This design comes from an exercise in tuning for small area on the open sky130 flow, not from production work.
In this exercise RTL edits were held to simulation tests only and were not proved equivalent to the original.
Power figures rest on the tool's default switching activity, not on a simulated workload.

// pe_tile_new_unq1
module pe_tile_new_unq1 (
clk_in,
config_addr,
config_data,
config_read,
config_write,
out_BUS1_S0_T0,
in_BUS1_S0_T0,
out_BUS1_S0_T1,
in_BUS1_S0_T1,
out_BUS1_S0_T2,
in_BUS1_S0_T2,
out_BUS1_S0_T3,
in_BUS1_S0_T3,
out_BUS1_S0_T4,
in_BUS1_S0_T4,
out_BUS1_S1_T0,
in_BUS1_S1_T0,
out_BUS1_S1_T1,
in_BUS1_S1_T1,
out_BUS1_S1_T2,
in_BUS1_S1_T2,
out_BUS1_S1_T3,
in_BUS1_S1_T3,
out_BUS1_S1_T4,
in_BUS1_S1_T4,
out_BUS1_S2_T0,
in_BUS1_S2_T0,
out_BUS1_S2_T1,
in_BUS1_S2_T1,
out_BUS1_S2_T2,
in_BUS1_S2_T2,
out_BUS1_S2_T3,
in_BUS1_S2_T3,
out_BUS1_S2_T4,
in_BUS1_S2_T4,
out_BUS1_S3_T0,
in_BUS1_S3_T0,
out_BUS1_S3_T1,
in_BUS1_S3_T1,
out_BUS1_S3_T2,
in_BUS1_S3_T2,
out_BUS1_S3_T3,
in_BUS1_S3_T3,
out_BUS1_S3_T4,
in_BUS1_S3_T4,
out_BUS16_S0_T0,
in_BUS16_S0_T0,
out_BUS16_S0_T1,
in_BUS16_S0_T1,
out_BUS16_S0_T2,
in_BUS16_S0_T2,
out_BUS16_S0_T3,
in_BUS16_S0_T3,
out_BUS16_S0_T4,
in_BUS16_S0_T4,
out_BUS16_S1_T0,
in_BUS16_S1_T0,
out_BUS16_S1_T1,
in_BUS16_S1_T1,
out_BUS16_S1_T2,
in_BUS16_S1_T2,
out_BUS16_S1_T3,
in_BUS16_S1_T3,
out_BUS16_S1_T4,
in_BUS16_S1_T4,
out_BUS16_S2_T0,
in_BUS16_S2_T0,
out_BUS16_S2_T1,
in_BUS16_S2_T1,
out_BUS16_S2_T2,
in_BUS16_S2_T2,
out_BUS16_S2_T3,
in_BUS16_S2_T3,
out_BUS16_S2_T4,
in_BUS16_S2_T4,
out_BUS16_S3_T0,
in_BUS16_S3_T0,
out_BUS16_S3_T1,
in_BUS16_S3_T1,
out_BUS16_S3_T2,
in_BUS16_S3_T2,
out_BUS16_S3_T3,
in_BUS16_S3_T3,
out_BUS16_S3_T4,
in_BUS16_S3_T4,
gin_0,
gin_1,
gin_2,
gin_3,
gout,
reset,
tile_id,
read_data
);
export LEC_CHECK = 0
export CAP_MARGIN = 20
export CORE_MARGIN = 2
export CORE_UTILIZATION = 40
export SLEW_MARGIN = 20
create_clock -name core_clock -period 30.0 [get_ports {clk_in}]
standard.sh (not shown) runs the stock make flow with config.mk's settings and CLKGATE_MAP_FILE= SYNTH_SCRIPT=/design/flow/synth_recipe.tcl, a recipe that flattens the netlist after the stock synthesis.
==> flow/flow/run.sh <==
#!/bin/bash
# Standard ORFS layout (standard.sh, unchanged synthesis), with two changes:
# the port buffers are buf_1 cells, and clock tree synthesis uses smaller
# clock buffers and no dummy loads. Each tool's output is logged under orfs/logs;
# make's own output goes to make.log here.
set -euo pipefail
export BUFFER_PORTS_ARGS="-buffer_cell sky130_fd_sc_hd__buf_1"
export CTS_ARGS="-sink_clustering_enable -repair_clock_nets -dont_use_dummy_load -buf_list sky130_fd_sc_hd__clkbuf_8"
bash standard.sh "BUFFER_PORTS_ARGS=$BUFFER_PORTS_ARGS" "CTS_ARGS=$CTS_ARGS" finish > make.log 2>&1
The baseline completed with no timing, DRC or antenna violations.
Then changed:
==> flow/run.sh (new file) <==
#!/bin/bash
# synth_recipe.tcl (not shown) runs the flow's synth.tcl, then flattens the netlist and writes it again
# the make line also repeats each setting of config.mk as NAME=value (left out here)
make -C /OpenROAD-flow-scripts/flow DESIGN_CONFIG=/design/flow/config.mk WORK_HOME=/design/flow/orfs CLKGATE_MAP_FILE= SYNTH_SCRIPT=/design/flow/synth_recipe.tcl finish
removed: flow/flow/run.sh
removed: flow/standard.sh
The new run passed the timing, DRC and antenna checks.
Worst setup slack is worse by 0.95 ns.
Non-clock buffer count is higher by 5.
Combinational power is higher by 20%.
Total power is higher by 14%.
Wire length is higher by 0.74%.
Clock power is higher by 30%.
Via count is lower by 1.2%.
Design area is higher by 8.6%.
Die area stays the same.
Synthesized cell count does not change.
Area after synthesis is unchanged.

Another version of the RTL of pe_tile_new_unq1 (not shown whole).
For scale: ~4900 cells after synthesis, ~830 flip-flops, roughly 800 I/O pins, about 59000 µm² of cells after synthesis.
clock: 30.0 ns
lec_check: 0
cap_margin: 10
core_margin: 2
core_utilization: 40
slew_margin: 10
==> flow/flow/run.sh <==
#!/bin/bash
# Standard ORFS layout (standard.sh, unchanged synthesis) with two changes:
# - port buffers are buf_1 cells;
# - clock tree synthesis uses clkbuf_16 buffers, sink clusters of up to 20
#   flip-flops and no dummy loads.
# Each tool's output is logged under orfs/logs; make's own output goes to
# make.log here.
set -euo pipefail
export BUFFER_PORTS_ARGS="-buffer_cell sky130_fd_sc_hd__buf_1"
export CTS_ARGS="-sink_clustering_enable -repair_clock_nets -dont_use_dummy_load -buf_list sky130_fd_sc_hd__clkbuf_16 -sink_clustering_size 20 -sink_clustering_max_diameter 60"
bash standard.sh "BUFFER_PORTS_ARGS=$BUFFER_PORTS_ARGS" "CTS_ARGS=$CTS_ARGS" finish > make.log 2>&1
The baseline completed and failed the layout checks on capacitance limit, slew limit.
Next try:
--- a/flow/flow/run.sh
+++ b/flow/flow/run.sh
@@ -4 +4 @@
-# - clock tree synthesis uses clkbuf_16 buffers, sink clusters of up to 20
+# - clock tree synthesis uses clkbuf_8 buffers, sink clusters of up to 14
@@ -10 +10 @@
-export CTS_ARGS="-sink_clustering_enable -repair_clock_nets -dont_use_dummy_load -buf_list sky130_fd_sc_hd__clkbuf_16 -sink_clustering_size 20 -sink_clustering_max_diameter 60"
+export CTS_ARGS="-sink_clustering_enable -repair_clock_nets -dont_use_dummy_load -buf_list sky130_fd_sc_hd__clkbuf_8 -sink_clustering_size 14 -sink_clustering_max_diameter 50"
- CAP_MARGIN: 10 -> 20
- SLEW_MARGIN: 10 -> 20
The new run produced a clean layout.
Worst hold slack is worse by 0.0057 ns.
Count of clock-buffer cells in the layout climbs by 26.
Global-route usage stays flat.
Final area fell by 0.54%.

afterwards: timing with drivers on the ports:
No port has a modelled driver above. Below, the same layouts with a new extraction and two added sets of constraints. Step 1: set_driving_cell puts a clkbuf_16 on clk_in and a buf_2 on each other input, an assumption about the parent block. Step 2, shift: input delay + t, output delay - t, t = (earliest + latest rising clock arrival at the registers) / 2. This alone moves slack from input paths to output paths. Slacks: no drivers / after step 1 / after step 2; pairs: no drivers / after step 1.
run	t, ns	slack for setup (ns)	pins driven straight from the clock port
the first run of note 1	0.982	2.471 / 2.437 / 2.437	1
the second run of note 1	0.811	1.517 / 1.477 / 1.477	1
the first run of note 2	0.750	2.813 / 2.765 / 2.765	1
the second run of note 2	0.910	2.759 / 2.710 / 2.710	1
For the second run of note 2, which loses most, drivers alone change the setup slack by -0.049 ns; drivers and shift together by -0.049 ns.
